Background: an optimization exercise with open tools, aiming at small area and a short achievable clock period. Do not read the settings as production practice.
At most, simulation tests tie the RTL to the original design; equivalence was not proved.
Power and IR drop assume default switching activity.

## the baseline
==> module fpadder, before the edit <==
module fpadder(input [15:0] A, input [15:0] B, input clk, input rst, output reg [15:0] C);
wire [4:0] ea = A[14:10], eb = B[14:10];
wire       gte  = ea > eb;
wire       abig = A[14:0] > B[14:0];
wire [4:0] dab = ea - eb;
wire [4:0] dba = eb - ea;
reg        sign1, sub1, abig1;
reg [4:0]  exp1, sh1;
reg [9:0]  ma1, mb1;
always @(posedge clk) begin
	sign1 <= abig ? A[15] : B[15];
	sub1  <= A[15] ^ B[15];
	abig1 <= abig;
	exp1  <= gte ? ea : eb;
	sh1   <= gte ? dab : dba;
	ma1   <= A[9:0];
	mb1   <= B[9:0];
end
wire [9:0]  xm1 = abig1 ? ma1 : mb1;
wire [9:0]  ym1 = abig1 ? mb1 : ma1;
wire [10:0] ys = {1'b1, ym1} >> sh1[3:0];
wire [10:0] yv = sh1[4] ? 11'd0 : ys;
reg        sign2, sub2;
reg [4:0]  exp2;    
reg [9:0]  xm2;
reg [10:0] ym2;
always @(posedge clk) begin
	sign2 <= sign1;
	sub2  <= sub1;
	exp2  <= exp1 + 5'd1;
	xm2   <= xm1;
	ym2   <= yv ^ {11{sub1}};
end
reg        sign3;
reg [4:0]  exp3;    
reg [11:0] s3;
always @(posedge clk) begin
	sign3 <= sign2;
	exp3  <= exp2;
	s3    <= {2'b01, xm2} + {sub2, ym2} + {11'd0, sub2};
end
reg [3:0] k;
always @(*) begin
	casez (s3[11:1])
	11'b1??????????: k = 4'd0;
	11'b01?????????: k = 4'd1;
	11'b001????????: k = 4'd2;
	11'b0001???????: k = 4'd3;
	11'b00001??????: k = 4'd4;
	11'b000001?????: k = 4'd5;
	11'b0000001????: k = 4'd6;
	11'b00000001???: k = 4'd7;
	11'b000000001??: k = 4'd8;
	11'b0000000001?: k = 4'd9;
	11'b00000000001: k = 4'd10;
	default:         k = 4'd1;
	endcase
end
wire [12:0] w = {s3, 1'b0} << k;
wire [4:0]  e = exp3 - {1'b0, k};
wire zero = ~sign3 && exp3 == 5'd1 && s3 == 12'h800;
always @(posedge clk)
	C <= {sign3, e[4:1], e[0] & ~zero, w[11:2]};
endmodule
Settings: LEC_CHECK=0, CAP_MARGIN=20, CORE_MARGIN=2, CORE_UTILIZATION=65, CTS_BUF_LIST=sky130_fd_sc_hd__clkbuf_4 sky130_fd_sc_hd__clkbuf_8, CTS_CLUSTER_DIAMETER=80, CTS_CLUSTER_SIZE=50, SETUP_SLACK_MARGIN=2.0, SLEW_MARGIN=20, TNS_END_PERCENT=0; clock period 4.0 ns.
standard.sh (not shown) runs the stock make flow with config.mk's settings and CLKGATE_MAP_FILE= SYNTH_SCRIPT=/design/flow/synth_recipe.tcl, a recipe that flattens the netlist after the stock synthesis.
==> flow/flow/run.sh <==
#!/bin/bash
# Standard layout, with plain buffers (not delay cells) on the ports.
set -euo pipefail
export BUFFER_PORTS_ARGS="-buffer_cell sky130_fd_sc_hd__buf_2"
bash standard.sh > standard.log 2>&1
diff inputs: the baseline => the candidate
==> flow/design.v <==
module fpadder(input [15:0] A, input [15:0] B, input clk, input rst, output reg [15:0] C);
wire [4:0] ea = A[14:10], eb = B[14:10];
wire       gte  = ea > eb;
wire       abig = A[14:0] > B[14:0];
wire [4:0] dab = ea - eb;
wire [4:0] dba = eb - ea;
reg        sign1, sub1, abig1;
reg [4:0]  exp1, sh1;
reg [9:0]  ma1, mb1;
always @(posedge clk) begin
	sign1 <= abig ? A[15] : B[15];
	sub1  <= A[15] ^ B[15];
	abig1 <= abig;
	exp1  <= gte ? ea : eb;
	sh1   <= gte ? dab : dba;
	ma1   <= A[9:0];
	mb1   <= B[9:0];
end
wire [9:0]  xm1 = abig1 ? ma1 : mb1;
wire [9:0]  ym1 = abig1 ? mb1 : ma1;
wire [10:0] ys = {1'b1, ym1} >> sh1[3:0];
wire [10:0] yv = sh1[4] ? 11'd0 : ys;
reg        sign2, sub2;
reg [4:0]  exp2;    
reg [9:0]  xm2;
reg [10:0] ym2;
always @(posedge clk) begin
	sign2 <= sign1;
	sub2  <= sub1;
	exp2  <= exp1 + 5'd1;
	xm2   <= xm1;
	ym2   <= yv ^ {11{sub1}};
end
wire [12:0] s = {2'b01, xm2, 1'b1} + {sub2, ym2, sub2};
reg        sign3;
reg [4:0]  exp3;    
reg [11:0] s3;
always @(posedge clk) begin
	sign3 <= sign2;
	exp3  <= exp2;
	s3    <= s[12:1];
end
reg [3:0] k;
always @(*) begin
	casez (s3[11:1])
	11'b1??????????: k = 4'd0;
	11'b01?????????: k = 4'd1;
	11'b001????????: k = 4'd2;
	11'b0001???????: k = 4'd3;
	11'b00001??????: k = 4'd4;
	11'b000001?????: k = 4'd5;
	11'b0000001????: k = 4'd6;
	11'b00000001???: k = 4'd7;
	11'b000000001??: k = 4'd8;
	11'b0000000001?: k = 4'd9;
	11'b00000000001: k = 4'd10;
	default:         k = 4'd1;
	endcase
end
wire [12:0] w = {s3, 1'b0} << k;
wire [5:0]  en = {exp3, 1'b1} + {1'b1, ~k, 1'b1};    
wire [4:0]  e = en[5:1];
wire zero = ~sign3 && exp3 == 5'd1 && s3 == 12'h800;
always @(posedge clk)
	C <= {sign3, e[4:1], e[0] & ~zero, w[11:2]};
endmodule
Findings:
- Timing, DRC, antenna: 0 failures across the baseline and the candidate
- Going from the baseline to the candidate, combinational share of power now sits higher; power density over the cells now sits higher; sequential element share of the synthesized area now sits lower; clock network fraction of total power now sits lower; number of distinct library cells after synthesis now sits lower.
- The wire length of the candidate is higher than that of the baseline.
Only the layout flow was run in the candidate; the RTL was not checked for function there.

re-timing with driven ports:
The results above use ideal ports. As a check the final layouts listed here were re-extracted and re-timed, cells and wires unchanged. Step 1 (the two cells are an assumption about what drives the block):
set clk [get_ports {clk}]
set_driving_cell -lib_cell sky130_fd_sc_hd__clkbuf_16 $clk
set_driving_cell -lib_cell sky130_fd_sc_hd__buf_2 [delete_from_list [all_inputs] $clk]
Step 2 adds t to the input delays and takes it off the output delays; t is the mean of the earliest and latest rising clock arrival at the registers after step 1. Input paths then give back, and output paths get back, about the clock's delay inside the block. a / b / c = ideal / step 1 / step 2; a / b = the first two.
run | shift t [ns] | slack for setup (ns) | worst setup path after step 2 | worst register clock-pin slew, ns | worst slew at a driven data input, ns
the baseline | 0.374 | 1.759 / 1.759 / 1.412 | input to register | 0.09 / 0.09 | 0.03
the candidate | 0.385 | 1.862 / 1.861 / 1.476 | input to register | 0.10 / 0.10 | 0.04
After both steps setup and hold are still met in every run listed. The setup slack of the candidate, which loses most, moves by -0.001 ns with the drivers and by -0.386 ns with both steps.
